From an optimization exercise on the open Yosys and OpenROAD flow, aimed at a short achievable clock period and few clock cycles per item; shortcuts taken in it are not production practice. The RTL was checked by simulation tests, not by an equivalence proof against the original design. No activity file was given, so power comes from the tool's default toggle rates.

==> design.v <==
module top(
  input  wire         clk,
  input  wire         rstn,
  output wire [63:0]  pc,
  input  wire [31:0]  instr,
  output wire         this_ebreak,
  output wire         this_valid,
  output wire [63:0]  this_pc,
  output wire [31:0]  this_instr,
  output wire [63:0]  mm_addr,
  output wire [63:0]  mm_wdata,
  output wire [3:0]   mm_wlen,
  output wire         mm_wen,
  output wire         mm_ren,
  input  wire [63:0]  mm_rdata
);
  reg  [63:0] f_pc;
  reg         e_valid;
  reg  [31:0] e_instr;
  reg  [63:0] e_pc;
  reg         e_ebreak;
  reg  [63:0] e_a;         
  reg  [63:0] e_b;         
  reg  [63:0] e_sd;        
  reg  [63:0] e_pc4;
  reg  [63:0] e_alt;       
  reg         e_fa_m;      
  reg         e_fb_m;      
  reg         e_fs_m;      
  reg         e_inv;       
  reg  [5:0]  e_sh;        
  reg         e_bsign;     
  reg  [4:0]  e_rd;
  reg         e_wen;
  reg         e_load;
  reg         e_store;
  reg         e_branch;
  reg         e_pred;      
  reg         e_jalr;
  reg  [2:0]  e_f3;
  reg         e_arith;     
  reg         e_s_add, e_s_slt, e_s_sltu, e_s_xor, e_s_or, e_s_and;
  reg         e_s_sll, e_s_sr, e_s_link;
  reg         e_sra, e_word;
  reg  [63:0] m_res;
  reg  [4:0]  m_rd;
  reg         m_wen;
  reg         m_load;
  reg  [2:0]  m_f3;
  reg         m_ren;
  reg         m_sten;
  reg  [3:0]  m_wlen;
  reg  [63:0] m_sd;
  reg         m_jalr;
  reg  [63:0] m_jtgt;
  reg  [63:0] w_res;
  wire [63:0] w_next;
  reg  [4:0]  w_rd;
  reg         w_wen;
  reg  [63:0] gpr [1:31];
  wire [6:0] op  = instr[6:0];
  wire [2:0] f3  = instr[14:12];
  wire       f7b = instr[30];
  wire [4:0] rs1 = instr[19:15];
  wire [4:0] rs2 = instr[24:20];
  wire [4:0] rd  = instr[11:7];
  wire op_lui    = op == 7'b0110111;
  wire op_auipc  = op == 7'b0010111;
  wire op_jal    = op == 7'b1101111;
  wire op_jalr   = op == 7'b1100111;
  wire op_branch = op == 7'b1100011;
  wire op_load   = op == 7'b0000011;
  wire op_store  = op == 7'b0100011;
  wire op_imm    = op == 7'b0010011;
  wire op_reg    = op == 7'b0110011;
  wire op_immw   = op == 7'b0011011;
  wire op_regw   = op == 7'b0111011;
  wire op_ebreak = instr == 32'h00100073;
  wire use_rs1 = op_jalr | op_branch | op_load | op_store | op_imm | op_reg | op_immw | op_regw;
  wire use_rs2 = op_branch | op_store | op_reg | op_regw;
  wire use_imm = op_lui | op_auipc | op_jalr | op_load | op_store | op_imm | op_immw;
  wire wen     = op_lui | op_auipc | op_jal | op_jalr | op_load | op_imm | op_reg | op_immw | op_regw;
  wire [63:0] imm_i = {{52{instr[31]}}, instr[31:20]};
  wire [63:0] imm_s = {{52{instr[31]}}, instr[31:25], instr[11:7]};
  wire [63:0] imm_b = {{51{instr[31]}}, instr[31], instr[7], instr[30:25], instr[11:8], 1'b0};
  wire [63:0] imm_u = {{32{instr[31]}}, instr[31:12], 12'b0};
  wire [63:0] imm_j = {{43{instr[31]}}, instr[31], instr[19:12], instr[20], instr[30:21], 1'b0};
  wire [63:0] imm = op_store              ? imm_s :
                    (op_lui | op_auipc)   ? imm_u :
                                            imm_i;
  wire [63:0] f_pc4  = f_pc + 64'd4;
  wire [13:0] tb_lo  = {1'b0, f_pc[12:0]} + {1'b0, imm_b[12:0]};
  wire [50:0] pb_hi  = f_pc[63:13];
  wire [50:0] pb_hip = pb_hi + 51'd1;
  wire [50:0] pb_him = pb_hi - 51'd1;
  wire [50:0] tb_hi  = instr[31] ? (tb_lo[13] ? pb_hi  : pb_him)
                                 : (tb_lo[13] ? pb_hip : pb_hi);
  wire [63:0] tgt_b  = {tb_hi, tb_lo[12:0]};
  wire [21:0] tj_lo  = {1'b0, f_pc[20:0]} + {1'b0, imm_j[20:0]};
  wire [42:0] pj_hi  = f_pc[63:21];
  wire [42:0] pj_hip = pj_hi + 43'd1;
  wire [42:0] pj_him = pj_hi - 43'd1;
  wire [42:0] tj_hi  = instr[31] ? (tj_lo[21] ? pj_hi  : pj_him)
                                 : (tj_lo[21] ? pj_hip : pj_hi);
  wire [63:0] tgt_j  = {tj_hi, tj_lo[20:0]};
  wire        back_br = op_branch & instr[31];
  wire        f_pred  = op_jal | back_br;
  wire [63:0] f_tgt   = op_jal ? tgt_j : tgt_b;
  wire is_alu  = op_imm | op_reg | op_immw | op_regw;
  wire regop   = op_reg | op_regw;
  wire s_sub   = is_alu & f3 == 3'd0 & regop & f7b;
  wire s_add   = op_lui | op_auipc | op_load | op_store | (is_alu & f3 == 3'd0);
  wire s_sll   = is_alu & f3 == 3'd1;
  wire s_slt   = is_alu & f3 == 3'd2;
  wire s_sltu  = is_alu & f3 == 3'd3;
  wire s_xor   = is_alu & f3 == 3'd4;
  wire s_sr    = is_alu & f3 == 3'd5;
  wire s_or    = is_alu & f3 == 3'd6;
  wire s_and   = is_alu & f3 == 3'd7;
  wire s_link  = op_jal | op_jalr;
  wire word    = op_immw | op_regw;
  wire [63:0] rf1 = (rs1 == 5'd0) ? 64'd0 : gpr[rs1];
  wire [63:0] rf2 = (rs2 == 5'd0) ? 64'd0 : gpr[rs2];
  wire        wb1 = w_wen & (w_rd == rs1);
  wire        wb2 = w_wen & (w_rd == rs2);
  wire        mb1 = m_wen & (m_rd == rs1);
  wire        mb2 = m_wen & (m_rd == rs2);
  wire [63:0] rv1 = mb1 ? w_next : wb1 ? w_res : rf1;
  wire [63:0] rv2 = mb2 ? w_next : wb2 ? w_res : rf2;
  wire fa_m = use_rs1 & e_wen & (e_rd == rs1);
  wire fs_m = e_wen & (e_rd == rs2);
  wire inv  = s_sub | s_slt | s_sltu | op_branch;
  wire stall = e_load & e_wen &
               ((use_rs1 & e_rd == rs1) | (use_rs2 & e_rd == rs2));
  wire [63:0] a  = e_fa_m ? m_res : e_a;
  wire [63:0] bx = e_fb_m ? (m_res ^ {64{e_inv}}) : e_b;   
  wire [63:0] b  = bx ^ {64{e_inv}};                        
  wire [63:0] sd = e_fs_m ? m_res : e_sd;
  wire [64:0] s00 = {1'b0, e_a}   + {1'b0, e_b} + {64'd0, e_inv};
  wire [64:0] s10 = {1'b0, m_res} + {1'b0, e_b} + {64'd0, e_inv};
  wire [64:0] s01 = e_inv ? ({1'b0, e_a} + {1'b0, ~m_res} + 65'd1) : ({1'b0, e_a} + {1'b0, m_res});
  wire [64:0] s11 = e_inv ? {1'b1, 64'd0} : {m_res[63], m_res[62:0], 1'b0};
  wire [64:0] sx  = e_fa_m ? (e_fb_m ? s11 : s10) : (e_fb_m ? s01 : s00);
  wire [63:0] sum = sx[63:0];
  wire        bsign = e_fb_m ? m_res[63] : e_bsign;
  wire        ltu = !sx[64];
  wire        lt  = (a[63] ^ bsign) ? a[63] : sum[63];
  wire lu00 = !s00[64], lu10 = !s10[64], lu01 = !s01[64];
  wire ls00 = (e_a[63]   ^ e_bsign)  ? e_a[63]   : s00[63];
  wire ls10 = (m_res[63] ^ e_bsign)  ? m_res[63] : s10[63];
  wire ls01 = (e_a[63]   ^ m_res[63]) ? e_a[63]  : s01[63];
  wire [5:0]  shb   = e_fb_m ? m_res[5:0] : e_sh;
  wire [5:0]  shamt = {e_word ? 1'b0 : shb[5], shb[4:0]};
  wire [63:0] sl    = a << shamt;
  wire [63:0] sr_in = e_word ? {(e_sra ? {32{a[31]}} : 32'd0), a[31:0]} : a;
  wire        sr_fill = e_sra & (e_word ? a[31] : a[63]);
  wire [127:0] sr_w = {{64{sr_fill}}, sr_in} >> shamt;
  wire [63:0] sr    = sr_w[63:0];
  wire [63:0] r_oth =
      ({64{e_s_xor }} & (a ^ b)) |
      ({64{e_s_or  }} & (a | b)) |
      ({64{e_s_and }} & (a & b)) |
      ({64{e_s_sll }} & sl) |
      ({64{e_s_sr  }} & sr) |
      ({64{e_s_link}} & e_pc4);
  wire [63:0] r_oth_w = e_word ? {{32{r_oth[31]}}, r_oth[31:0]} : r_oth;
  wire [63:0] r_ar    = e_s_add ? sum : {63'd0, e_s_slt ? lt : ltu};
  wire [63:0] r_ar_w  = e_word ? {{32{r_ar[31]}}, r_ar[31:0]} : r_ar;
  wire [63:0] ex_res  = e_arith ? r_ar_w : r_oth_w;
  wire eq00 = &(e_a ^ e_b);
  wire eq10 = &(m_res ^ e_b);
  wire eq01 = e_a == m_res;
  function br_taken(input [2:0] f, input eq, input lts, input ltu_);
    case (f)
      3'd0: br_taken = eq;
      3'd1: br_taken = !eq;
      3'd4: br_taken = lts;
      3'd5: br_taken = !lts;
      3'd6: br_taken = ltu_;
      default: br_taken = !ltu_;
    endcase
  endfunction
  wire tk00 = br_taken(e_f3, eq00, ls00, lu00);
  wire tk10 = br_taken(e_f3, eq10, ls10, lu10);
  wire tk01 = br_taken(e_f3, eq01, ls01, lu01);
  wire tk11 = br_taken(e_f3, 1'b1, 1'b0, 1'b0);
  wire taken = e_fa_m ? (e_fb_m ? tk11 : tk10) : (e_fb_m ? tk01 : tk00);
  wire ex_redir = e_branch & (taken != e_pred);
  wire [63:0] ex_tgt = m_jalr ? m_jtgt : e_alt;
  wire redir = m_jalr | ex_redir;
  wire f_go = !stall & !redir & !e_jalr;
  always @(posedge clk) begin
    if (!rstn) begin
      f_pc <= 64'h80000000;
    end else begin
      if (redir)       f_pc <= ex_tgt;
      else if (stall | e_jalr) f_pc <= f_pc;
      else if (f_pred) f_pc <= f_tgt;
      else             f_pc <= f_pc4;
    end
  end
  always @(posedge clk) begin
    if (!rstn) begin
      e_valid  <= 1'b0;
      e_ebreak <= 1'b0;
      e_wen    <= 1'b0;
      e_load   <= 1'b0;
      e_store  <= 1'b0;
      e_branch <= 1'b0;
      e_jalr   <= 1'b0;
    end else begin
      e_valid  <= f_go;
      e_ebreak <= f_go & op_ebreak;
      e_wen    <= f_go & wen & (rd != 5'd0);
      e_load   <= f_go & op_load;
      e_store  <= f_go & op_store;
      e_branch <= f_go & op_branch;
      e_jalr   <= f_go & op_jalr;
    end
  end
  always @(posedge clk) begin
    e_instr  <= instr;
    e_pc     <= f_pc;
    e_pc4    <= f_pc4;
    e_a      <= op_auipc ? f_pc : op_lui ? 64'd0 : rv1;
    e_b      <= (use_imm ? imm : rv2) ^ {64{inv}};
    e_bsign  <= use_imm ? imm[63] : rv2[63];
    e_inv    <= inv;
    e_sh     <= use_imm ? imm[5:0] : rv2[5:0];
    e_sd     <= rv2;
    e_alt    <= back_br ? f_pc4 : tgt_b;
    e_pred   <= back_br;
    e_fa_m   <= fa_m;
    e_fb_m   <= fs_m & !use_imm;
    e_fs_m   <= fs_m;
    e_rd     <= rd;
    e_f3     <= f3;
    e_s_add  <= s_add | s_sub;
    e_arith  <= s_add | s_sub | s_slt | s_sltu;
    e_s_slt  <= s_slt;
    e_s_sltu <= s_sltu;
    e_s_xor  <= s_xor;
    e_s_or   <= s_or;
    e_s_and  <= s_and;
    e_s_sll  <= s_sll;
    e_s_sr   <= s_sr;
    e_s_link <= s_link;
    e_sra    <= f7b;
    e_word   <= word;
  end
  always @(posedge clk) begin
    if (!rstn) begin
      m_wen  <= 1'b0;
      m_jalr <= 1'b0;
      m_ren  <= 1'b0;
      m_sten <= 1'b0;
      m_load <= 1'b0;
    end else begin
      m_wen  <= e_wen;
      m_jalr <= e_jalr;
      m_ren  <= e_load;
      m_sten <= e_store;
      m_load <= e_load;
    end
  end
  always @(posedge clk) begin
    m_res  <= ex_res;
    m_jtgt <= sum;
    m_rd   <= e_rd;
    m_f3   <= e_f3;
    m_sd   <= sd;
    m_wlen <= (e_f3[1:0] == 2'd0) ? 4'd1 :
              (e_f3[1:0] == 2'd1) ? 4'd2 :
              (e_f3[1:0] == 2'd2) ? 4'd4 : 4'd8;
  end
  reg [63:0] ld;
  always @(*) begin
    case (m_f3)
      3'd0: ld = {{56{mm_rdata[7]}},  mm_rdata[7:0]};
      3'd1: ld = {{48{mm_rdata[15]}}, mm_rdata[15:0]};
      3'd2: ld = {{32{mm_rdata[31]}}, mm_rdata[31:0]};
      3'd4: ld = {56'd0, mm_rdata[7:0]};
      3'd5: ld = {48'd0, mm_rdata[15:0]};
      3'd6: ld = {32'd0, mm_rdata[31:0]};
      default: ld = mm_rdata;
    endcase
  end
  assign w_next = m_load ? ld : m_res;
  always @(posedge clk) begin
    if (!rstn) w_wen <= 1'b0;
    else       w_wen <= m_wen;
    w_res <= w_next;
    w_rd  <= m_rd;
  end
  integer i;
  always @(posedge clk) begin
    if (!rstn) begin
      for (i = 1; i < 32; i = i + 1) gpr[i] <= 64'd0;
    end else if (w_wen) begin
      gpr[w_rd] <= w_res;
    end
  end
  assign pc          = f_pc;
  assign this_valid  = e_valid;
  assign this_pc     = e_pc;
  assign this_instr  = e_instr;
  assign this_ebreak = e_ebreak;
  assign mm_addr     = m_res;
  assign mm_wdata    = m_sd;
  assign mm_wlen     = m_wlen;
  assign mm_wen      = m_sten;
  assign mm_ren      = m_ren;
endmodule
==> flow/run.sh <==
#!/bin/bash
set -euo pipefail
bash standard.sh finish SETUP_SLACK_MARGIN=6.5 MATCH_CELL_FOOTPRINT=0 \
  "BUFFER_PORTS_ARGS=-buffer_cell sky130_fd_sc_hd__buf_8" > standard_flow.log 2>&1
==> standard.sh <==
#!/bin/bash
# synth_recipe.tcl (not shown) runs the flow's synth.tcl, then flattens the netlist and writes it again
# the make line also repeats each setting of config.mk as NAME=value (left out here)
make -C /OpenROAD-flow-scripts/flow DESIGN_CONFIG=/design/flow/config.mk WORK_HOME=/design/flow/orfs CLKGATE_MAP_FILE= SYNTH_SCRIPT=/design/flow/synth_recipe.tcl "${@:-finish}"
==> config.mk <==
export PLATFORM = sky130hd
export DESIGN_NAME = top
export DESIGN_NICKNAME = top
export VERILOG_FILES = /design/flow/design.v
export SDC_FILE = /design/flow/constraint.sdc
export NUM_CORES = 4
export LEC_CHECK = 0
export ABC_AREA = 0
export ABC_CLOCK_PERIOD_IN_PS = 3000
export CAP_MARGIN = 40
export CORE_MARGIN = 2
export CORE_UTILIZATION = 40
export SETUP_SLACK_MARGIN = 5
export SLEW_MARGIN = 40
==> constraint.sdc <==
create_clock -name core_clock -period 10.0 [get_ports {clk}]
set_input_delay 2.0000 -clock core_clock [delete_from_list [all_inputs] [get_ports {clk}]]
set_output_delay 2.0000 -clock core_clock [all_outputs]
set_load 0.01 [all_outputs]
==> results of run 1 <==
==> per-layer routing <==
| layer | wire length (um) | GRT usage, % | up-vias |
|---|---|---|---|
| met5 | 203 | 0 | - |
| met1 | 308700 | 47.89 | 74460 |
| met2 | 403000 | 62.28 | 11560 |
| met3 | 107400 | 10.53 | 3337 |
| li1 | - | - | 58490 |
| met4 | 106100 | 36.38 | 30 |
==> cells in the mapped netlist (55+ instances only) <==
master / count
a21oi_1: 711
nand2_1: 880
edfxtp_1: 2048
nor2_1: 903
clkbuf_1: 1129
o31ai_1: 103
a221oi_1: 126
buf_1: 181
and3_1: 70
mux2i_1: 302
xnor2_1: 346
a22oi_1: 74
inv_1: 386
a21o_1: 175
and2_1: 2022
o211ai_1: 219
o21ai_0: 837
mux2_2: 165
mux4_2: 1320
a211oi_1: 97
xor2_1: 148
a31oi_1: 128
ha_1: 519
nand4_1: 123
o21a_1: 55
dfxtp_1: 784
nor3_1: 150
nand3_1: 180
nand3b_1: 62
o21bai_1: 77
==> stage by stage <==
| step | total power, W | worst slack, ns | area, um2 |
|---|---|---|---|
| after global placement | 0.02220 | 2.656 | 186100 |
| after global routing | 0.03774 | 5.000 | 224200 |
| after floorplan | 0.01832 | 4.968 | 176700 |
| after detailed placement | 0.02221 | 3.439 | 187100 |
| after CTS | 0.03590 | 5.113 | 216300 |
| final | 0.03724 | 4.980 | 224300 |
==> kinds of logic after synthesis <==
logic type | Yosys count | share of synthesized area, %
AOI/OAI and AO/OA | 2933 | 10.72
xor gates and xnor gates | 494 | 2.505
adders and majority gates | 529 | 3.870
buffers and inverters | 1757 | 3.880
DFF | 2832 | 44.69
muxes | 1788 | 20.05
and+or+nand+nor | 4682 | 14.28
==> power by group through the flow <==
stage	Clock (W)	Sequential [W]	Combinational (W)
2_1_floorplan	0	0.0137	0.00460
3_3_place_gp	0	0.0142	0.00795
3_5_place_dp	0	0.0143	0.00794
4_1_cts	0.0123	0.0140	0.00960
5_1_grt	0.0127	0.0141	0.0109
6_report	0.0123	0.0141	0.0108
==> cells in the final DEF (no fill, tap or decap), types with 115 or more instances in the layout <==
cell,count
a21oi_1,552
o21ai_1,169
xor2_1,133
inv_1,359
mux2i_1,140
o21ai_2,134
nor2_1,768
o21ai_0,469
buf_8,477
mux4_2,1320
a21o_1,171
ha_1,414
diode_2,157
nand3_1,153
buf_12,249
xnor2_1,298
buf_6,292
buf_4,755
dfxtp_1,568
nand4_1,123
and2_1,2017
nor3_1,115
edfxtp_1,2048
o211ai_1,219
nand2_1,830
clkbuf_16,463
==> cell type report <==
class	count	area, um2
fillers	36360	205900
multi-input cells	10430	99950
flip-flops and latches	2832	77730
repair buffers	2003	27020
clock buffers	428	8941
well taps	5710	7144
clock inverters	170	1623
inverters	394	1548
diodes	157	392.9
==> flip-flops by register name (all words and copies together) (netlist names), 63 cells and up <==
signal and count:
e_a 64, e_alt 64, e_b 64, e_pc4 63, e_sd 64, f_pc 64
gpr 2048, m_jtgt 64, m_res 64, m_sd 64, w_res 64
==> repair_timing <==
action | CTS | global route
resized for setup | 2288 | 838
endpoints found under the setup margin | 2678 | 1339
buffers inserted | 601 | 383
gates cloned | 179 | 29
pin swaps | 320 | 395
==> final timing paths <==
path,from,end,cells past startpoint
setup / recovery,e_inv,f_pc[2],18
setup reg to reg,e_inv,f_pc[2],18
hold reg to reg,m_rd[2],w_rd[2],0
hold / removal,m_rd[2],w_rd[2],0
==> summary.md, run 1 <==
| Metric | Value |
|---|---|
| MaxCap Viol Count | 0 |
| Remaining Overflow, GRT | 0 |
| Crit share post-route | 50.20% |
| TritonCTS clock tree | built |
| Hold WS | 0.4281 ns |
| Clock Path Buffers | 4 |
| Worst relative slew slack | 31.56% |
| Total GRT Usage | 40.93% |
| CP endpoint kind | flop |
| Port bufs | between 300 and 400 |
| Comb pwr share | 29.1% |
| Residual DRC | 0 |
| Synth async-reset ratio | 0% |
| Flop2flop setup slack | roughly 5 ns |
| Total routed wirelength | 925.4 mm |
| CP most frequent cell | buf_4 |
| Die area | 0.4371 mm2 |
| Sw frac | 34.62% |
| Unrepaired setup endpoints after global routing | yes |
| Skew final | 0.09273 ns |
| Clock Sink Count | between 2000 and 3000 |
| Switch Pwr | about 0.013 W |
| Min Tclk post-route | 5.020 ns |
| Family with the most delay on the worst path | compound AO/OA/AOI/OAI gates |
| Hold buffer count at CTS | 0 |
| Critical Path Source Type | flop |
| Area growth syn-to-layout | 29.89% |
| Worst vdd ir | 141.4 uV |
| Initial antenna violation count | approximately 130 |
| Leakage | 84.06 nW |
| Setup TNS | 0 ns |
| Cell variety after synth | between 100 and 150 |
| Die Y | 661.1 um |
| Root Driver | clkbuf_16 |
| Seq cells post-synth | 2832 |
| WL per Instance | between 40 and 50 um |
| Pin count of the biggest net entering global routing | roughly 110 |
| Final ANT Viol Nets | 0 |
| Post-Synthesis Cells | 15020 |
| Sequential fraction of the synthesis area | 44.69% |
| Clock transition at path regs | 0.06 ns |
| Post-synth EDFFs | 2048 |
| H-tree depth | 5 |
| Yosys top cell area share | between 30% and 40% |
| Cts bufs inserted | 329 |
| Post-synth top flop | edfxtp_1 |
| Synthesized cell area | 0.1727 mm2 |
| CP required | 10.93 ns |
| FMAX | 0.1992 GHz |
| Crit path arrival time | 5.95 ns |
| WP buf/inv | 4 |
| Initial DRC Count | 23580 |
| CORE AREA | 0.4303 mm2 |
| Setup CP Type | reg2reg |
| Status | finished clean |
| Main area contributors after synthesis | edfxtp_1 (36%), mux4_2 (17%), dfxtp_1 (9.1%) |
| Hold Fails Final Rpt | 0 |
| First-pass GRT wire length | 1220 mm |
| Yosys warning total | 1 |
| Synthesized Nets | around 16000 |
| Worst Path Max Fanout | 17 |
| Clk pwr share | 33.0% |
| Placed cell count | approximately 20000 |
| Core Util, Final | 52.14% |
| Int Power | 0.02435 W |
| Share of layout cells above drive strength 1 | approximately 35% |
| Vias in the first global route | about 140k |
| Synth Area per Inst | between 10 and 15 um2 |
| CP max stage delay | about 0.48 ns |
| RePlAce Congestion | 1.050 |
| Post-DR vias/cell | 6.683 |
| HP Class | reg2reg |
| Fin nets | 16620 |
| Clock latency (worst-skew pair) | 1.08 ns |
| Final HPWL DP | 577.3 mm |
| Fin cells | approximately 22000 |
| Yosys top cell by area | edfxtp_1 |
| PwrDens | 166.0 mW/mm2 |
| Die width | 661.1 um |
| Total number of vias | 147900 |
| Final Max Tran Viols | 0 |
| CP Cell Sequence | inv_8 > fa_2 > o21ai_4 > a21oi_4 > or4_4 > a2111oi_4 > buf_4 > o211ai_1 > buf_4 > or3b_4 > and3_4 > a211o_1 > nand4_1 > a22o_4 > buf_4 > mux2_4 > o311ai_0 > a31oi_1 |
| Fraction of power consumed by sequential logic | 37.9% |
| First-pass DRT Iterations | 8 |
| # IOs | 394 |
| Tightest Pin Transition | 1.016 ns |
| Slowest CP cell | mux2_4 |
| Site row count | 241 |
| Starting Density | 40.14% |
| Endpoints failing setup | 0 |
Testbench counts, summed over its fixed seeds: cycles 62,579, instrs 58,905.
==> run 2, diff against run 1 <==
--- a/design.v
+++ b/design.v
@@ -39,5 +39,5 @@
   reg         e_jalr;
   reg  [2:0]  e_f3;
-  reg         e_arith;     
+  reg  [3:0]  e_q, e_qn, e_qw;   
   reg         e_s_add, e_s_slt, e_s_sltu, e_s_xor, e_s_or, e_s_and;
   reg         e_s_sll, e_s_sr, e_s_link;
@@ -52,6 +52,10 @@
   reg  [3:0]  m_wlen;
   reg  [63:0] m_sd;
-  reg         m_jalr;
-  reg  [63:0] m_jtgt;
+  reg         m_redir;
+  reg  [63:0] m_tgt;
+  reg         m_valid;
+  reg  [63:0] m_pc;
+  reg  [31:0] m_instr;
+  reg         m_ebreak;
   reg  [63:0] w_res;
   wire [63:0] w_next;
@@ -131,4 +135,6 @@
   wire fs_m = e_wen & (e_rd == rs2);
   wire inv  = s_sub | s_slt | s_sltu | op_branch;
+  wire fb_m = fs_m & !use_imm;
+  wire [3:0] fcase = {fa_m & fb_m, !fa_m & fb_m, fa_m & !fb_m, !fa_m & !fb_m};
   wire stall = e_load & e_wen &
                ((use_rs1 & e_rd == rs1) | (use_rs2 & e_rd == rs2));
@@ -142,5 +148,5 @@
   wire [64:0] s11 = e_inv ? {1'b1, 64'd0} : {m_res[63], m_res[62:0], 1'b0};
   wire [64:0] sx  = e_fa_m ? (e_fb_m ? s11 : s10) : (e_fb_m ? s01 : s00);
-  wire [63:0] sum = sx[63:0];
+  wire [63:0] sum = sx[63:0];    
   wire        bsign = e_fb_m ? m_res[63] : e_bsign;
   wire        ltu = !sx[64];
@@ -165,7 +171,12 @@
       ({64{e_s_link}} & e_pc4);
   wire [63:0] r_oth_w = e_word ? {{32{r_oth[31]}}, r_oth[31:0]} : r_oth;
-  wire [63:0] r_ar    = e_s_add ? sum : {63'd0, e_s_slt ? lt : ltu};
-  wire [63:0] r_ar_w  = e_word ? {{32{r_ar[31]}}, r_ar[31:0]} : r_ar;
-  wire [63:0] ex_res  = e_arith ? r_ar_w : r_oth_w;
+  wire [31:0] r_lo = ({32{e_q[0]}} & s00[31:0]) | ({32{e_q[1]}} & s10[31:0]) |
+                     ({32{e_q[2]}} & s01[31:0]) | ({32{e_q[3]}} & s11[31:0]);
+  wire [31:0] r_hi = ({32{e_qn[0]}} & s00[63:32]) | ({32{e_qn[1]}} & s10[63:32]) |
+                     ({32{e_qn[2]}} & s01[63:32]) | ({32{e_qn[3]}} & s11[63:32]) |
+                     ({32{e_qw[0] & s00[31]}}) | ({32{e_qw[1] & s10[31]}}) |
+                     ({32{e_qw[2] & s01[31]}}) | ({32{e_qw[3] & s11[31]}});
+  wire        r_cmp = (e_s_slt & lt) | (e_s_sltu & ltu);
+  wire [63:0] ex_res = {r_hi, r_lo} | r_oth_w | {63'd0, r_cmp};
   wire eq00 = &(e_a ^ e_b);
   wire eq10 = &(m_res ^ e_b);
@@ -186,14 +197,14 @@
   wire tk11 = br_taken(e_f3, 1'b1, 1'b0, 1'b0);
   wire taken = e_fa_m ? (e_fb_m ? tk11 : tk10) : (e_fb_m ? tk01 : tk00);
-  wire ex_redir = e_branch & (taken != e_pred);
-  wire [63:0] ex_tgt = m_jalr ? m_jtgt : e_alt;
-  wire redir = m_jalr | ex_redir;
-  wire f_go = !stall & !redir & !e_jalr;
+  wire redir  = m_redir;
+  wire e_live = !redir;                       
+  wire ex_mis = e_branch & (taken != e_pred);
+  wire f_go = !stall & !redir;
   always @(posedge clk) begin
     if (!rstn) begin
       f_pc <= 64'h80000000;
     end else begin
-      if (redir)       f_pc <= ex_tgt;
-      else if (stall | e_jalr) f_pc <= f_pc;
+      if (redir)       f_pc <= m_tgt;
+      else if (stall)  f_pc <= f_pc;
       else if (f_pred) f_pc <= f_tgt;
       else             f_pc <= f_pc4;
@@ -232,10 +243,12 @@
     e_pred   <= back_br;
     e_fa_m   <= fa_m;
-    e_fb_m   <= fs_m & !use_imm;
+    e_fb_m   <= fb_m;
     e_fs_m   <= fs_m;
     e_rd     <= rd;
     e_f3     <= f3;
     e_s_add  <= s_add | s_sub;
-    e_arith  <= s_add | s_sub | s_slt | s_sltu;
+    e_q      <= {4{s_add | s_sub}} & fcase;
+    e_qn     <= {4{(s_add | s_sub) & !word}} & fcase;
+    e_qw     <= {4{(s_add | s_sub) &  word}} & fcase;
     e_s_slt  <= s_slt;
     e_s_sltu <= s_sltu;
@@ -251,20 +264,26 @@
   always @(posedge clk) begin
     if (!rstn) begin
-      m_wen  <= 1'b0;
-      m_jalr <= 1'b0;
-      m_ren  <= 1'b0;
-      m_sten <= 1'b0;
-      m_load <= 1'b0;
+      m_wen    <= 1'b0;
+      m_redir  <= 1'b0;
+      m_ren    <= 1'b0;
+      m_sten   <= 1'b0;
+      m_load   <= 1'b0;
+      m_valid  <= 1'b0;
+      m_ebreak <= 1'b0;
     end else begin
-      m_wen  <= e_wen;
-      m_jalr <= e_jalr;
-      m_ren  <= e_load;
-      m_sten <= e_store;
-      m_load <= e_load;
+      m_wen    <= e_wen & e_live;
+      m_redir  <= (e_jalr | ex_mis) & e_live;
+      m_ren    <= e_load & e_live;
+      m_sten   <= e_store & e_live;
+      m_load   <= e_load & e_live;
+      m_valid  <= e_valid & e_live;
+      m_ebreak <= e_ebreak & e_live;
     end
   end
   always @(posedge clk) begin
     m_res  <= ex_res;
-    m_jtgt <= sum;
+    m_tgt   <= e_jalr ? sum : e_alt;
+    m_pc    <= e_pc;
+    m_instr <= e_instr;
     m_rd   <= e_rd;
     m_f3   <= e_f3;
@@ -302,8 +321,8 @@
   end
   assign pc          = f_pc;
-  assign this_valid  = e_valid;
-  assign this_pc     = e_pc;
-  assign this_instr  = e_instr;
-  assign this_ebreak = e_ebreak;
+  assign this_valid  = m_valid;
+  assign this_pc     = m_pc;
+  assign this_instr  = m_instr;
+  assign this_ebreak = m_ebreak;
   assign mm_addr     = m_res;
   assign mm_wdata    = m_sd;
==> summary.md, run 2 <==
| Metric | Value |
|---|---|
| Status | finished clean |
| Adder-Cell Fraction of Synth Area | 3.782% |
| Final Max Tran Viols | 0 |
| Fillcell total | 36640 |
| Clock Sink Count | 2933 |
| First-pass DRT Iterations | 16 |
| Largest reg by FF count | gpr |
| Cts bufs inserted | 338 |
| Unrepaired setup endpoints after global routing | yes |
| Final worst slack | approximately 5.6 ns |
| Pin count of the biggest net entering global routing | 106 |
| Top cells by count, synth | edfxtp_1 (2048), and2_1 (2023), mux4_2 (1171) |
| First-pass GRT wire length | 1315 mm |
| Final HPWL DP | 597.6 mm |
| Synth Area in XOR/XNOR | between 2 and 3% |
| Tightest Pin Transition | around 1.1 ns |
| Hold WS | 0.3231 ns |
| Post-DR vias/cell | 6.979 |
| Comb pwr share | 27.8% |
| Clock latency (worst-skew pair) | 1.07 ns |
| Worst vdd ir | approximately 160 uV |
| Initial antenna violation count | 123 |
| Die width | 668.2 um |
| Worst slack, placed | 3.630 ns |
| Cell variety after synth | 101 |
| Count leader, synth | edfxtp_1 |
| M3 GR Usage | 15.72% |
| Initial DRC Count | ~28000 |
| Post-synth top flop | edfxtp_1 |
| Worst relative slew slack | approximately a quarter |
| Crit path arrival time | 5.30 ns |
| Yosys warning total | 1 |
| Post-Synthesis Cells | 15470 |
| Clk pwr share | between 30% and 40% |
| Switch Pwr | 0.01300 W |
| FMAX | 0.2253 GHz |
| Post-synthesis simple-gate area fraction | 14.04% |
| H-tree depth | 5 |
| Port bufs | 393 |
| Multi-input logic area | between 0.1 and 0.15 mm2 |
| Fraction of power consumed by sequential logic | 38.0% |
| Main combinational cell family by area after synthesis | multiplexers |
| Die Y | 668.2 um |
| Worst Path Max Fanout | 6 |
| # IOs | approximately 390 |
| FF+latch area | around 0.080 mm2 |
| Residual DRC | 0 |
| Remaining Overflow, GRT | 0 |
| Commonest non-fill, non-tap cells in the layout | edfxtp_1 (2048), and2_1 (2018), mux4_2 (1171) |
| PwrDens | 162.1 mW/mm2 |
| GR Util met1 | 49.47% |
| Leakage | 89.23 nW |
| Yosys top cell by area | edfxtp_1 |
| Site row count | 243 |
| Post-synth EDFFs | approximately 2000 |
| Root Driver | clkbuf_16 |
| Fin nets | ~17000 |
| Die area | 0.4464 mm2 |
| Critical Path Source Type | flop |
| CP endpoint kind | flop |
| Total routed wirelength | around 1000 mm |
| Synth Area per Inst | 11.40 um2 |
| Total number of vias | 160800 |
| Area growth syn-to-layout | 33.03% |
| Clock transition at path regs | ~0.07 ns |
| Synthesized Nets | 16100 |
| Min Tclk post-route | between 4 and 5 ns |
| WL per Instance | 43.87 um |
| Busiest grt layer | met2 |
| TritonCTS clock tree | built |
| RePlAce Congestion | 1.075 |
| MaxCap Viol Count | 0 |
| Endpoints failing setup | 0 |
| Vias in the first global route | 147800 |
| Setup CP Type | reg2reg |
| Post-synthesis mux area share | about a fifth |
| Starting Density | 40.22% |
| Seq cells post-synth | 2933 |
| Yosys top cell area share | a little over a third |
| Max reg flops | 2048 |
| Most common cell after layout, fill and taps aside | edfxtp_1 |
| Skew final | 0.1032 ns |
| Synth async-reset ratio | 0% |
| Int Power | between 0.02 and 0.03 W |
| Sw frac | 34.15% |
| Total GRT Usage | 43.35% |
| HP Class | reg2reg |
| Final ANT Viol Nets | 0 |
| Sequential fraction of the synthesis area | 44.90% |
| Synthesized cell area | 0.1764 mm2 |
| Setup TNS | 0 ns |
| M2 GR Usage | 62.35% |
| CP required | 10.86 ns |
| Clock Path Buffers | 4 |
| Crit share post-route | 44.39% |
| Share of layout cells above drive strength 1 | 37.25% |
| Hold Fails Final Rpt | 0 |
| Main area contributors after synthesis | edfxtp_1 (35%), mux4_2 (15%), dfxtp_1 (10%) |
| Hold buffer count at CTS | 0 |
| Compound-gate portion of the synthesized area | a little under an eighth |
| CORE AREA | 0.4387 mm2 |
==> run 2: power by group through the flow <==
| stage | clock network (W) | logic, W | registers [W] |
|---|---|---|---|
| 6_report | 0.0130 | 0.0106 | 0.0144 |
| 5_1_grt | 0.0134 | 0.0107 | 0.0144 |
| 4_1_cts | 0.0129 | 0.00919 | 0.0143 |
| 3_5_place_dp | 0 | 0.00763 | 0.0146 |
| 3_3_place_gp | 0 | 0.00760 | 0.0146 |
| 2_1_floorplan | 0 | 0.00464 | 0.0140 |
==> run 2: cell families after synthesis <==
kind of cell,Yosys count
XOR/XNOR,512
buffers and inverters,1811
flip-flops,2933
AO/OA/AOI/OAI,3103
AND/OR/NAND/NOR,4656
multiplexers,1931
adder cells (fa/ha/maj),528
==> run 2: final cells by class <==
cell class	count	share of cell area, %
clock inverters	180	0.8817
multi-input cells	10740	44.10
flip-flops and latches	2933	34.05
diodes	130	0.1386
clock buffers	442	3.922
repair inverters	1	0.004797
inverters	428	0.7266
well taps	5880	3.134
repair buffers	2303	13.04
==> run 2: path summary, 6_finish.rpt <==
| check | depth (start not counted) | to | startpoint | slack (ns) |
|---|---|---|---|---|
| hold / removal | 0 | m_instr[21] | e_instr[21] | 0.32 |
| setup / recovery | 17 | m_tgt[40] | m_res[0] | 5.56 |
| hold reg to reg | 0 | m_instr[21] | e_instr[21] | 0.32 |
| setup reg to reg | 17 | m_tgt[40] | m_res[0] | 5.56 |
==> run 2: per-layer routing <==
metal | vias up | part of all wire, %
met5 | - | 0.055
met4 | 36 | 12
met3 | 4934 | 15
met2 | 15560 | 41
met1 | 79400 | 31
li1 | 60860 | -
==> run 2: worst max-delay path, stage by stage (launching register included) <==
cell      delay, ns
dfxtp_4        0.51
ha_4           0.18
inv_2          0.03
fa_2           0.37
a21oi_4        0.20
o211ai_1       0.15
a21oi_2        0.27
nor4_4         0.07
buf_6          0.14
nor3_4         0.20
o21ai_2        0.13
a31oi_4        0.24
o21ai_4        0.10
a311oi_2       0.37
mux2i_1        0.18
xnor2_2        0.16
buf_4          0.18
o211ai_1       0.66
==> run 2: timing repair <==
action | CTS | global route
endpoints found under the setup margin | 3498 | 686
gates cloned | 221 | 46
setup buffers | 818 | 382
resized for setup | 2673 | 1082
pin swaps | 480 | 575
==> run 2: metrics by stage <==
step                      instance area, um2  total power [W]  instances  util (%)
after floorplan                       180400          0.01868      15470         -
final                                 234700          0.03806      23040     53.50
after detailed placement              191400          0.02222      20820     43.62
after global routing                  234500          0.03847      22950     53.45
after global placement                190300          0.02218      20790     43.38
after CTS                             225000          0.03646      22480     51.29
Testbench counts of run 2, summed over its fixed seeds: cycles 64,493, instrs 58,905.
==> run 3, diff against run 2 <==
--- a/design.v
+++ b/design.v
@@ -39,4 +39,5 @@
   reg         e_jalr;
   reg  [2:0]  e_f3;
+  reg  [3:0]  e_ql, e_qu;   
   reg  [3:0]  e_q, e_qn, e_qw;   
   reg         e_s_add, e_s_slt, e_s_sltu, e_s_xor, e_s_or, e_s_and;
@@ -52,4 +53,5 @@
   reg  [3:0]  m_wlen;
   reg  [63:0] m_sd;
+  reg  [63:0] m_addr;      
   reg         m_redir;
   reg  [63:0] m_tgt;
@@ -177,5 +179,5 @@
                      ({32{e_qw[0] & s00[31]}}) | ({32{e_qw[1] & s10[31]}}) |
                      ({32{e_qw[2] & s01[31]}}) | ({32{e_qw[3] & s11[31]}});
-  wire        r_cmp = (e_s_slt & lt) | (e_s_sltu & ltu);
+  wire        r_cmp = |(e_ql & {1'b0, ls01, ls10, ls00}) | |(e_qu & {1'b0, lu01, lu10, lu00});
   wire [63:0] ex_res = {r_hi, r_lo} | r_oth_w | {63'd0, r_cmp};
   wire eq00 = &(e_a ^ e_b);
@@ -251,4 +253,6 @@
     e_qn     <= {4{(s_add | s_sub) & !word}} & fcase;
     e_qw     <= {4{(s_add | s_sub) &  word}} & fcase;
+    e_ql     <= {4{s_slt}} & fcase;
+    e_qu     <= {4{s_sltu}} & fcase;
     e_s_slt  <= s_slt;
     e_s_sltu <= s_sltu;
@@ -284,4 +288,5 @@
     m_res  <= ex_res;
     m_tgt   <= e_jalr ? sum : e_alt;
+    m_addr  <= sum;
     m_pc    <= e_pc;
     m_instr <= e_instr;
@@ -325,5 +330,5 @@
   assign this_instr  = m_instr;
   assign this_ebreak = m_ebreak;
-  assign mm_addr     = m_res;
+  assign mm_addr     = m_addr;
   assign mm_wdata    = m_sd;
   assign mm_wlen     = m_wlen;
==> summary.md, run 3 <==
| Metric | Value |
|---|---|
| Status | finished clean |
| Synth Area per Inst | 11.53 um2 |
| Die width | roughly 670 um |
| Leakage | 89.99 nW |
| Root Driver | clkbuf_16 |
| Clock Path Buffers | 4 |
| CP required | between 10 and 15 ns |
| Share of layout cells above drive strength 1 | 38.14% |
| FMAX | 0.2251 GHz |
| Commonest non-fill, non-tap cells in the layout | edfxtp_1 (2048), and2_1 (2012), mux4_2 (1188) |
| Initial DRC Count | 26570 |
| Worst Path Max Fanout | 7 |
| Die Y | 671.2 um |
| Hold Fails Final Rpt | 0 |
| Largest reg by FF count | gpr |
| Final Max Tran Viols | 0 |
| Clock latency (worst-skew pair) | 1.03 ns |
| Cts bufs inserted | about 350 |
| Switch Pwr | 0.01365 W |
| Setup TNS | 0 ns |
| Skew final | 0.08303 ns |
| Post-DR vias/cell | around 6.8 |
| Yosys top cell area share | 34.54% |
| Vias in the first global route | 145400 |
| Cell variety after synth | 105 |
| WL per Instance | just over 40 um |
| Total routed wirelength | between 900 and 1000 mm |
| HP Class | reg2reg |
| Critical Path Source Type | flop |
| H-tree depth | 5 |
| Final ANT Viol Nets | 0 |
| Fraction of power consumed by sequential logic | ~37% |
| Core Util, Final | between 50% and 60% |
| Count leader, synth | edfxtp_1 |
| Total GRT Usage | about 40% |
| Endpoints failing setup | 0 |
| RePlAce Congestion | 1.081 |
| First-pass DRT Iterations | 9 |
| Tightest Pin Transition | 1.071 ns |
| TritonCTS clock tree | built |
| Sequential fraction of the synthesis area | 45.25% |
| Residual DRC | 0 |
| Site row count | 245 |
| Die area | 0.4505 mm2 |
| Seq cells post-synth | 3001 |
| Synthesized cell area | 0.1781 mm2 |
| Fin nets | 17350 |
| Crit share post-route | 44.43% |
| Synthesized Nets | 16070 |
| Int Power | 0.02677 W |
| PwrDens | 170.6 mW/mm2 |
| Unrepaired setup endpoints after global routing | yes |
| CORE AREA | 0.4442 mm2 |
| Clock Sink Count | 3001 |
| Port bufs | 393 |
| MaxCap Viol Count | 0 |
| Most common cell after layout, fill and taps aside | edfxtp_1 |
| Hold buffer count at CTS | 0 |
| Worst vdd ir | 145.6 uV |
| Initial antenna violation count | 139 |
| Comb pwr share | 29.3% |
| Starting Density | 40.09% |
| CP endpoint kind | flop |
| Synth async-reset ratio | 0% |
| Setup CP Type | reg2reg |
| Total number of vias | roughly 160k |
| Area growth syn-to-layout | 33.02% |
| First-pass GRT wire length | between 1000 and 1500 mm |
| Yosys warning total | 1 |
| Final HPWL DP | 576.9 mm |
| Pin count of the biggest net entering global routing | 117 |
| Main area contributors after synthesis | edfxtp_1 (35%), mux4_2 (15%), dfxtp_1 (11%) |
| Post-synth top flop | edfxtp_1 |
| Yosys top cell by area | edfxtp_1 |
| Max reg flops | 2048 |
| Sw frac | 33.78% |
| Clock transition at path regs | about 0.070 ns |
| # IOs | 394 |
| Post-Synthesis Cells | 15440 |
| Clk pwr share | ~34% |
| Crit path arrival time | 5.34 ns |
| Post-synth EDFFs | 2048 |
| Worst relative slew slack | 27.97% |
| Remaining Overflow, GRT | 0 |
| Top cells by count, synth | edfxtp_1 (2048), and2_1 (2021), mux4_2 (1188) |
| Min Tclk post-route | 4.443 ns |
[run 3: changes by cell type after synthesis, moves of 28 or more]
cell,before,now
mux2_2,248,286
nand3_1,197,140
dfxtp_1,885,953
a21oi_1,897,844
a21o_1,199,156
clkbuf_1,1138,1086
mux2i_2,0,28
[run 3: layer usage]
metal | vias up | track usage, % | part of all wire [%]
met5 | - | 0.2764 | 0.039
met4 | 52 | 34.59 | 11
met3 | 3917 | 12.36 | 13
met2 | 13850 | 59.91 | 42
met1 | 78250 | 48.75 | 33
li1 | 60780 | - | -
[run 3: path summary, 6_finish.rpt]
path             from   endpoint  slack [ns]  depth (start not counted)
max          m_res[0]  m_res[62]        5.56                         19
min          e_pc[24]   m_pc[24]        0.32                          0
max reg2reg  m_res[0]  m_res[62]        5.56                         19
min reg2reg  e_pc[24]   m_pc[24]        0.32                          0
[run 3: cell type report]
class / instances / area, um2
Antenna cell: 204 / 510.5
Inverter: 428 / 1698
Clock inverter: 210 / 2738
Multi-Input combinational cell: 10660 / 104300
Timing Repair Buffer: 2285 / 29650
Clock buffer: 432 / 9366
Timing Repair inverter: 1 / 11.26
Tap cell: 5928 / 7417
Fill cell: 37110 / 207300
Sequential cell: 3001 / 81160
[run 3: metrics by stage]
step	hold slack (ns)	setup slack [ns]	instance area (um2)	std cells	total power, W
2_1_floorplan	0.3096	5.374	182700	15440	0.01924
3_3_place_gp	0.3100	3.420	192500	20840	0.02343
3_5_place_dp	0.3121	3.356	193300	20870	0.02345
4_1_cts	0.3189	5.700	227700	22560	0.03887
5_1_grt	0.3285	5.580	236700	23060	0.04095
6_report	0.3181	5.557	236900	23140	0.04042
[run 3: cell families (layout without fill, tap and decap cells)]
group                      Yosys count  after routing  share of synthesized area, %
other                                0            204                             0
xor gates and xnor gates           513            513                         2.523
AOI/OAI and AO/OA                 3013           3014                         10.94
adders and majority gates          529            529                         3.752
muxes                             1998           2002                         19.90
DFF                               3001           3001                         45.25
and+or+nand+nor                   4587           4597                         13.73
buffers and inverters             1802           3356                         3.907
[run 3: critical path: stages (launching register included)]
cell	delay [ns]
dfxtp_4	0.42
buf_6	0.17
buf_12	0.13
buf_6	0.12
mux2i_4	0.24
buf_6	0.20
buf_8	0.12
mux2i_1	0.08
o21ai_2	0.24
mux2i_2	0.15
mux2i_2	0.25
nor2_1	0.06
or3_4	0.44
a311o_1	0.45
a22oi_2	0.23
nand4_4	0.17
buf_12	0.21
buf_4	0.15
a211oi_4	0.20
o211ai_1	0.16
[run 3: timing repair]
| action | in CTS | in global routing |
|---|---|---|
| pin swaps | 505 | 591 |
| gates resized for setup | 2546 | 1053 |
| buffers inserted | 844 | 359 |
| setup endpoints to repair | 3721 | 1384 |
| cloned | 204 | 22 |
[run 3: power groups by stage]
stage	clock network [W]	registers (W)	logic, W
final	0.0138	0.0147	0.0118
after global routing	0.0143	0.0148	0.0119
after CTS	0.0138	0.0147	0.0104
after detailed placement	0	0.0149	0.00852
after global placement	0	0.0149	0.00853
after floorplan	0	0.0145	0.00469
Testbench counts of run 3, summed over its fixed seeds: cycles 64,493, instrs 58,905.
==> run 4, diff against run 3 <==
--- a/design.v
+++ b/design.v
@@ -112,5 +112,4 @@
   wire        back_br = op_branch & instr[31];
   wire        f_pred  = op_jal | back_br;
-  wire [63:0] f_tgt   = op_jal ? tgt_j : tgt_b;
   wire is_alu  = op_imm | op_reg | op_immw | op_regw;
   wire regop   = op_reg | op_regw;
@@ -134,4 +133,12 @@
   wire [63:0] rv1 = mb1 ? w_next : wb1 ? w_res : rf1;
   wire [63:0] rv2 = mb2 ? w_next : wb2 ? w_res : rf2;
+  wire        rd1 = !mb1 & !wb1;                
+  wire        rd2 = !mb2 & !wb2;
+  wire [63:0] by1 = mb1 ? w_next : w_res;       
+  wire [63:0] by2 = mb2 ? w_next : w_res;
+  wire        a_rf = !op_auipc & !op_lui & rd1;
+  wire [63:0] a_ot = op_auipc ? f_pc : op_lui ? 64'd0 : by1;
+  wire        b_rf = !use_imm & rd2;
+  wire [63:0] b_ot = (use_imm ? imm : by2) ^ {64{inv}};
   wire fa_m = use_rs1 & e_wen & (e_rd == rs1);
   wire fs_m = e_wen & (e_rd == rs2);
@@ -203,12 +210,12 @@
   wire ex_mis = e_branch & (taken != e_pred);
   wire f_go = !stall & !redir;
+  wire        use_j = !redir & !stall & op_jal;
+  wire        use_b = !redir & !stall & back_br;
+  wire [63:0] pc_ot = redir ? m_tgt : stall ? f_pc : f_pc4;
   always @(posedge clk) begin
     if (!rstn) begin
       f_pc <= 64'h80000000;
     end else begin
-      if (redir)       f_pc <= m_tgt;
-      else if (stall)  f_pc <= f_pc;
-      else if (f_pred) f_pc <= f_tgt;
-      else             f_pc <= f_pc4;
+      f_pc <= ({64{use_j}} & tgt_j) | ({64{use_b}} & tgt_b) | ({64{!use_j & !use_b}} & pc_ot);
     end
   end
@@ -236,10 +243,10 @@
     e_pc     <= f_pc;
     e_pc4    <= f_pc4;
-    e_a      <= op_auipc ? f_pc : op_lui ? 64'd0 : rv1;
-    e_b      <= (use_imm ? imm : rv2) ^ {64{inv}};
+    e_a      <= a_rf ? rf1 : a_ot;
+    e_b      <= b_rf ? (rf2 ^ {64{inv}}) : b_ot;
     e_bsign  <= use_imm ? imm[63] : rv2[63];
     e_inv    <= inv;
     e_sh     <= use_imm ? imm[5:0] : rv2[5:0];
-    e_sd     <= rv2;
+    e_sd     <= rd2 ? rf2 : by2;
     e_alt    <= back_br ? f_pc4 : tgt_b;
     e_pred   <= back_br;
==> summary.md, run 4 <==
| Metric | Value |
|---|---|
| Total routed wirelength | 1023 mm |
| Setup TNS | 0 ns |
| Final worst slack | 5.642 ns |
| Synth Area per Inst | 11.39 um2 |
| Wire length on met3 | 146.8 mm |
| Final Max Tran Viols | 0 |
| Final ANT Viol Nets | 0 |
| First-pass DRT Iterations | 17 |
| RePlAce Congestion | 1.050 |
| WP buf/inv | 5 |
| Unrepaired setup endpoints after global routing | yes |
| Yosys warning total | 1 |
| Main area contributors after synthesis | edfxtp_1 (34%), mux4_2 (15%), dfxtp_1 (11%) |
| Remaining Overflow, GRT | 0 |
| Metal2 WL | 424.0 mm |
| Synthesized cell area | between 0.15 and 0.2 mm2 |
| Endpoints failing setup | 0 |
| HP Class | reg2reg |
| Top cells by count, synth | edfxtp_1 (2048), and2_1 (2028), mux4_2 (1165) |
| Initial DRC Count | between 20000 and 30000 |
| Metal-1 WL | 326.1 mm |
| Most common cell after layout, fill and taps aside | edfxtp_1 |
| Max reg flops | 2048 |
| Crit path arrival time | 5.25 ns |
| Cts bufs inserted | roughly 340 |
| Site row count | 245 |
| Root Driver | clkbuf_16 |
| Hold buffer count at CTS | 0 |
| Synthesized Nets | 16300 |
| Clock latency (worst-skew pair) | ~1.1 ns |
| Die width | ~670 um |
| Top layer in use | met5 |
| Post-synth EDFFs | 2048 |
| PwrDens | 169.6 mW/mm2 |
| Seq cells post-synth | between 3000 and 4000 |
| Status | finished clean |
| CP Cell Sequence | buf_12 > buf_6 > buf_8 > mux2i_1 > buf_4 > inv_1 > mux2i_4 > mux2i_2 > mux2_2 > nand2_1 > o21ai_0 > o211ai_1 > nand4_1 > a222oi_1 > o2111ai_2 |
| Vias in the first global route | between 100k and 150k |
| Family with the most delay on the worst path | compound AO/OA/AOI/OAI gates |
| Skew final | between 0.08 and 0.09 ns |
| Worst slack, placed | approximately 3.5 ns |
| CP required | about 11 ns |
| Clock Sink Count | 3001 |
| First-pass GRT wire length | 1338 mm |
| TritonCTS clock tree | built |
| Final HPWL DP | roughly 630 mm |
| FMAX | 0.2295 GHz |
| # IOs | 394 |
| Yosys top cell by area | edfxtp_1 |
| CORE AREA | approximately 0.45 mm2 |
| Die Y | 672.8 um |
| Leakage | 88.14 nW |
| Tightest Pin Transition | 1.082 ns |
| Initial antenna violation count | 160 |
| Post-Synthesis Cells | 15710 |
| Critical Path Source Type | flop |
| Die area | ~0.45 mm2 |
| CP endpoint kind | flop |
| Clock Path Buffers | 4 |
| Slowest CP cell | a222oi_1 |
| Worst Path Max Fanout | 6 |
| Crit share post-route | 43.58% |
| Fin nets | 17490 |
| Setup CP Type | reg2reg |
| Yosys top cell area share | approximately a third |
| CP max stage delay | 0.83 ns |
| Hold Fails Final Rpt | 0 |
| Largest reg by FF count | gpr |
| Total number of vias | around 160k |
| Area growth syn-to-layout | 31.87% |
| Pin count of the biggest net entering global routing | 87 |
| Min Tclk post-route | between 4 and 5 ns |
| Post-DR vias/cell | 6.901 |
| Count leader, synth | edfxtp_1 |
| Sequential fraction of the synthesis area | 45.04% |
| H-tree depth | 5 |
| Share of layout cells above drive strength 1 | 37.23% |
| Worst vdd ir | 136.1 uV |
| Residual DRC | 0 |
| WL per Instance | 43.89 um |
| Clock transition at path regs | 0.07 ns |
| Cell variety after synth | 112 |
| Worst relative slew slack | 27.89% |
| Synth async-reset ratio | 0% |
| Port bufs | 393 |
| Post-synth top flop | edfxtp_1 |
| Total GRT Usage | between 40% and 50% |
| Commonest non-fill, non-tap cells in the layout | edfxtp_1 (2048), and2_1 (2018), mux4_2 (1165) |
| MaxCap Viol Count | 0 |
| Starting Density | 40.16% |
-- run 4: changes by cell type after synthesis, moves of 67 or more --
cell      change
o21ai_0      -79
mux2i_1     +142
inv_1        -67
o22ai_1      +98
nand2_1     +153
a221oi_1    -125
-- run 4: area by class of cell --
type / instances / area, um2
inverter: 365 / 1480
antenna: 202 / 505.5
clock inverter: 165 / 1918
timing repair buffer: 2219 / 28950
sequential: 3001 / 81320
multi-input combinational: 10970 / 104800
clock buffer: 461 / 9507
tap: 5928 / 7417
fill: 37420 / 209500
-- run 4: kinds of logic after synthesis --
family	share of synthesized area, %
multiplexers	19.93
XOR/XNOR	2.780
AO/OA/AOI/OAI	10.60
buffers and inverters	3.843
flip-flops	45.04
adder cells (fa/ha/maj)	3.445
AND/OR/NAND/NOR	14.36
-- run 4: per-stage QoR --
| stage | hold WS (ns) | total power, W | std cells | instance area [um2] | util (%) |
|---|---|---|---|---|---|
| 2_1_floorplan | 0.3096 | 0.01910 | 15710 | 182600 | - |
| 3_3_place_gp | 0.3102 | 0.02344 | 21100 | 192400 | 43.20 |
| 3_5_place_dp | 0.3121 | 0.02348 | 21120 | 193300 | 43.40 |
| 4_1_cts | 0.3161 | 0.03847 | 22770 | 227400 | 51.05 |
| 5_1_grt | 0.3155 | 0.04039 | 23190 | 235600 | 52.90 |
| 6_report | 0.3048 | 0.04000 | 23310 | 235900 | 52.96 |
-- run 4: per-layer routing --
| layer | vias up | GRT usage (%) |
|---|---|---|
| li1 | 61430 | - |
| met1 | 79520 | 49.21 |
| met2 | 14930 | 62.14 |
| met3 | 4944 | 16.60 |
| met4 | 52 | 42.31 |
| met5 | - | 0.4464 |
-- run 4: power by group --
part / leakage (nW) / switching [W] / total, W / internal (W)
combinational: 53.5 / 0.00711 / 0.0119 / 0.00477
sequential: 29.1 / 0.000925 / 0.0149 / 0.0140
clock: 5.55 / 0.00575 / 0.0132 / 0.00750
-- run 4: what timing repair did --
action                     4_1_cts  5_1_grt
resized for setup             2726      967
buffers inserted               853      302
pin swaps                      452      532
setup endpoints to repair     1980      848
gates cloned                   167       38
-- run 4: final timing paths --
path                               endpoint  cells after the start        start  slack (ns)
worst max-delay path              m_res[52]                     15       e_fa_m        5.64
worst min-delay path            m_instr[26]                      0  e_instr[26]        0.30
worst max register to register    m_res[52]                     15       e_fa_m        5.64
worst min register to register  m_instr[26]                      0  e_instr[26]        0.30
Testbench counts of run 4, summed over its fixed seeds: cycles 64,493, instrs 58,905.
==> run 5, diff against run 4 <==
--- a/design.v
+++ b/design.v
@@ -29,4 +29,5 @@
   reg         e_fs_m;      
   reg         e_inv;       
+  reg         e_zok;       
   reg  [5:0]  e_sh;        
   reg         e_bsign;     
@@ -54,6 +55,7 @@
   reg  [63:0] m_sd;
   reg  [63:0] m_addr;      
+  reg         m_isjalr;
   reg         m_redir;
-  reg  [63:0] m_tgt;
+  reg  [63:0] m_alt;       
   reg         m_valid;
   reg  [63:0] m_pc;
@@ -110,5 +112,9 @@
                                  : (tj_lo[21] ? pj_hip : pj_hi);
   wire [63:0] tgt_j  = {tj_hi, tj_lo[20:0]};
-  wire        back_br = op_branch & instr[31];
+  wire [63:0] zt    = (e_a ^ e_b) ^ {e_a[62:0] | e_b[62:0], 1'b0};
+  wire        zsum  = ~|zt;
+  wire        zbr   = op_branch & (f3[2:1] == 2'b00) & (rs2 == 5'd0) &
+                      e_zok & e_wen & (e_rd == rs1);
+  wire        back_br = zbr ? (zsum ^ f3[0]) : (op_branch & instr[31]);
   wire        f_pred  = op_jal | back_br;
   wire is_alu  = op_imm | op_reg | op_immw | op_regw;
@@ -146,6 +152,7 @@
   wire fb_m = fs_m & !use_imm;
   wire [3:0] fcase = {fa_m & fb_m, !fa_m & fb_m, fa_m & !fb_m, !fa_m & !fb_m};
-  wire stall = e_load & e_wen &
-               ((use_rs1 & e_rd == rs1) | (use_rs2 & e_rd == rs2));
+  wire stall = (e_load & e_wen &
+                ((use_rs1 & e_rd == rs1) | (use_rs2 & e_rd == rs2))) |
+               ((s_sll | s_sr) & regop & fs_m);
   wire [63:0] a  = e_fa_m ? m_res : e_a;
   wire [63:0] bx = e_fb_m ? (m_res ^ {64{e_inv}}) : e_b;   
@@ -165,6 +172,5 @@
   wire ls10 = (m_res[63] ^ e_bsign)  ? m_res[63] : s10[63];
   wire ls01 = (e_a[63]   ^ m_res[63]) ? e_a[63]  : s01[63];
-  wire [5:0]  shb   = e_fb_m ? m_res[5:0] : e_sh;
-  wire [5:0]  shamt = {e_word ? 1'b0 : shb[5], shb[4:0]};
+  wire [5:0]  shamt = e_sh;
   wire [63:0] sl    = a << shamt;
   wire [63:0] sr_in = e_word ? {(e_sra ? {32{a[31]}} : 32'd0), a[31:0]} : a;
@@ -212,4 +218,5 @@
   wire        use_j = !redir & !stall & op_jal;
   wire        use_b = !redir & !stall & back_br;
+  wire [63:0] m_tgt = m_isjalr ? m_addr : m_alt;
   wire [63:0] pc_ot = redir ? m_tgt : stall ? f_pc : f_pc4;
   always @(posedge clk) begin
@@ -247,5 +254,6 @@
     e_bsign  <= use_imm ? imm[63] : rv2[63];
     e_inv    <= inv;
-    e_sh     <= use_imm ? imm[5:0] : rv2[5:0];
+    e_zok    <= (op_lui | op_auipc | (op_imm & f3 == 3'd0) | (op_reg & f3 == 3'd0 & !f7b)) & fcase[0];
+    e_sh     <= {!word & (use_imm ? imm[5] : rv2[5]), use_imm ? imm[4:0] : rv2[4:0]};
     e_sd     <= rd2 ? rf2 : by2;
     e_alt    <= back_br ? f_pc4 : tgt_b;
@@ -294,5 +302,6 @@
   always @(posedge clk) begin
     m_res  <= ex_res;
-    m_tgt   <= e_jalr ? sum : e_alt;
+    m_alt   <= e_alt;
+    m_isjalr <= e_jalr;
     m_addr  <= sum;
     m_pc    <= e_pc;
==> summary.md, run 5 <==
| Metric | Value |
|---|---|
| Synth Area per Inst | 11.43 um2 |
| Synthesized cell area | around 0.18 mm2 |
| RePlAce Congestion | 1.104 |
| Residual DRC | 0 |
| Yosys top cell by area | edfxtp_1 |
| Post-synth EDFFs | 2048 |
| CP endpoint kind | flop |
| Die width | roughly 680 um |
| Most common cell after layout, fill and taps aside | edfxtp_1 |
| FMAX | 0.2223 GHz |
| MaxCap Viol Count | 0 |
| WL per Instance | 43.29 um |
| Area growth syn-to-layout | 30.39% |
| Skew final | 0.09032 ns |
| RR Startpoint | m_res[19] |
| Post-Synthesis Cells | 15780 |
| Clock latency (worst-skew pair) | approximately 1.1 ns |
| Fraction of power consumed by sequential logic | a little under two fifths |
| Cts bufs inserted | 339 |
| Clk pwr share | 33.4% |
| Hold Fails Final Rpt | 0 |
| Port bufs | 393 |
| Tightest Pin Transition | 1.048 ns |
| Pin count of the biggest net entering global routing | 100 |
| Starting Density | 40.17% |
| CP required | 10.89 ns |
| Fin nets | 17540 |
| PwrDens | 167.7 mW/mm2 |
| Top cells by count, synth | edfxtp_1 (2048), and2_1 (2023), mux4_2 (1242) |
| Clock Path Buffers | 4 |
| Sw frac | 34.28% |
| Share of layout cells above drive strength 1 | 36.69% |
| Final Max Tran Viols | 0 |
| Crit path from | m_res[19] |
| Yosys warning total | 1 |
| Post-DR vias/cell | 6.873 |
| Worst Path Max Fanout | 8 |
| Switch Pwr | ~0.014 W |
| Crit path arrival time | 5.39 ns |
| Initial antenna violation count | 171 |
| Largest reg by FF count | gpr |
| Hold path depth | 0 |
| Worst relative slew slack | 29.86% |
| Final ANT Viol Nets | 0 |
| Comb pwr share | 28.4% |
| Clock Sink Count | 3002 |
| Leakage | 88.27 nW |
| Int Power | 0.02591 W |
| Site row count | 246 |
| Endpoints failing setup | 0 |
| Remaining Overflow, GRT | 0 |
| Min Tclk post-route | 4.498 ns |
| First-pass DRT Iterations | 13 |
| Status | finished clean |
| Unrepaired setup endpoints after global routing | yes |
| Crit path to | m_redir |
| First-pass GRT wire length | 1312 mm |
| TritonCTS clock tree | built |
| Count leader, synth | edfxtp_1 |
| Max reg flops | 2048 |
| Wire length on met3 | about 150 mm |
| Top layer in use | met5 |
| Synthesized Nets | 16420 |
| Final HPWL DP | approximately 630 mm |
| Clock transition at path regs | 0.06 ns |
| Total routed wirelength | between 1000 and 1500 mm |
| Setup TNS | 0 ns |
| Cell variety after synth | 105 |
| H-tree depth | 5 |
| Critical Path Source Type | flop |
| Initial DRC Count | 27940 |
| Flop2flop setup slack | roughly 5.5 ns |
| Min-delay src | e_pc[22] |
| Metal2 WL | roughly 420 mm |
| Die Y | 675.3 um |
| CORE AREA | 0.4488 mm2 |
| Total GRT Usage | 42.41% |
| Post-synth top flop | edfxtp_1 |
| Root Driver | clkbuf_16 |
| Sequential fraction of the synthesis area | 44.71% |
| Seq cells post-synth | 3002 |
| Synth async-reset ratio | 0% |
| Main area contributors after synthesis | edfxtp_1 (34%), mux4_2 (16%), dfxtp_1 (11%) |
| Die area | 0.4561 mm2 |
| Yosys top cell area share | 34.11% |
| Worst vdd ir | 151.7 uV |
| R2r worst-path depth | 16 |
| Total number of vias | 160700 |
| HP Class | reg2reg |
| Metal-1 WL | 319.5 mm |
| Total Power | just under 0.04 W |
| Vias in the first global route | 146700 |
| # IOs | approximately 390 |
| Reg2reg end | m_redir |
| Crit share post-route | 44.98% |
| Commonest non-fill, non-tap cells in the layout | edfxtp_1 (2048), and2_1 (2013), mux4_2 (1248) |
| Setup CP Type | reg2reg |
-- run 5: cell types whose count changed after synthesis, moves of 45 or more --
cell | previous run | this run
ha_1 | 479 | 541
mux4_2 | 1165 | 1242
o21ai_0 | 600 | 699
inv_1 | 352 | 502
mux2i_1 | 629 | 517
nor2_1 | 824 | 726
clkbuf_1 | 1041 | 1088
o211ai_1 | 121 | 71
a221oi_1 | 87 | 145
a31oi_1 | 136 | 57
nand2_1 | 1000 | 1045
nor3b_1 | 14 | 65
xnor2_1 | 390 | 444
-- run 5: power groups by stage --
stage / registers, W / clock network [W] / logic, W
after floorplan: 0.0145 / 0 / 0.00464
after global placement: 0.0153 / 0 / 0.00822
after detailed placement: 0.0153 / 0 / 0.00825
final: 0.0151 / 0.0132 / 0.0112
after global routing: 0.0150 / 0.0136 / 0.0112
after CTS: 0.0150 / 0.0131 / 0.00977
-- run 5: what timing repair did --
item                                    4_1_cts  5_1_grt
endpoints found under the setup margin     2618      823
gates cloned                                130       56
pin swaps                                   339      596
buffers inserted                            639      424
hold buffers                                  0        0
resized for setup                          2261     1252
-- run 5: cell families (layout without fill, tap and decap cells) --
family,after synthesis,in the layout,share of synthesized area (%)
AND/OR/NAND/NOR,4757,4770,13.95
flip-flops,3002,3002,44.71
AO/OA/AOI/OAI,2877,2877,10.13
multiplexers,2048,2048,20.25
buffers and inverters,1925,3314,4.118
XOR/XNOR,615,615,2.988
adder cells (fa/ha/maj),551,551,3.855
other,0,250,0
-- run 5: final cells by class --
class / count / area (um2)
diodes: 250 / 625.6
clock buffers: 450 / 9612
clock inverters: 177 / 1764
fillers: 38040 / 213700
inverters: 510 / 1993
multi-input cells: 10860 / 104300
flip-flops and latches: 3002 / 81560
well taps: 5952 / 7447
repair buffers: 2177 / 27740
-- run 5: how the worst min path moves through the flow --
stage                            to  slack, ns
after floorplan           m_alt[10]       0.31
after global routing       m_pc[54]       0.32
after global placement      m_pc[4]       0.31
after CTS                  m_pc[32]       0.32
final                      m_pc[22]       0.31
after detailed placement  m_alt[23]       0.31
-- run 5: worst max-delay path, cell delays in order (launching register included) --
cell,delay (ns)
dfxtp_2,0.32
buf_6,0.13
inv_4,0.04
ha_4,0.31
buf_4,0.13
nand2_1,0.32
nor3_2,0.70
nand4_1,0.40
nor4_1,0.31
buf_4,0.23
a21oi_1,0.09
and3_1,0.24
o211a_1,0.29
nor4_4,0.28
buf_6,0.29
or3_1,0.16
nand3_1,0.06
-- run 5: through the flow --
stage	instances	util, %	hold WS, ns	setup slack, ns	area [um2]
CTS	22640	49.86	0.3151	5.612	223800
finish	23380	52.38	0.3086	5.502	235100
detailed placement	21240	43.48	0.3121	3.506	195100
global route	23260	52.31	0.3206	5.570	234800
floorplan	15780	-	0.3096	5.280	183800
global placement	21230	43.33	0.3098	3.394	194400
-- run 5: routing by layer --
metal	vias up	track usage (%)
met1	79260	48.00
met5	-	0
li1	61190	-
met2	15290	60.91
met4	74	39.95
met3	4877	16.73
Testbench counts of run 5, summed over its fixed seeds: cycles 62,611, instrs 58,905.

==> afterwards: timing with drivers on the ports <==
The flow's constraints put no driver on any port. The routed layouts listed below were extracted and timed again, unchanged, in two steps. Step 1 assumes that a clkbuf_16 drives the clock port and a buf_2 every other input. Step 2 moves the port delays by t, midway between the first and last clock arrival at a register: inputs arrive t later, outputs are due t later. That takes back most of the time a late clock gives input paths. Slacks: ideal / step 1 / step 2; pairs: ideal / step 1.
| run | t (ns) | slack for setup (ns) | hold WS [ns] |
|---|---|---|---|
| run 1 | 1.127 | 4.980 / 4.980 / 4.082 | 0.428 / 0.428 / 0.428 |
| run 2 | 1.120 | 5.561 / 5.476 / 4.356 | 0.323 / 0.323 / 0.323 |
| run 3 | 1.145 | 5.557 / 5.544 / 4.399 | 0.318 / 0.318 / 0.318 |
| run 4 | 1.145 | 5.642 / 5.624 / 4.479 | 0.305 / 0.305 / 0.305 |
| run 5 | 1.146 | 5.502 / 5.502 / 4.387 | 0.309 / 0.309 / 0.309 |
After both steps every run listed still meets setup and hold. For run 2, which loses most, drivers alone change the setup slack by -0.085 ns; drivers and shift together by -1.205 ns.
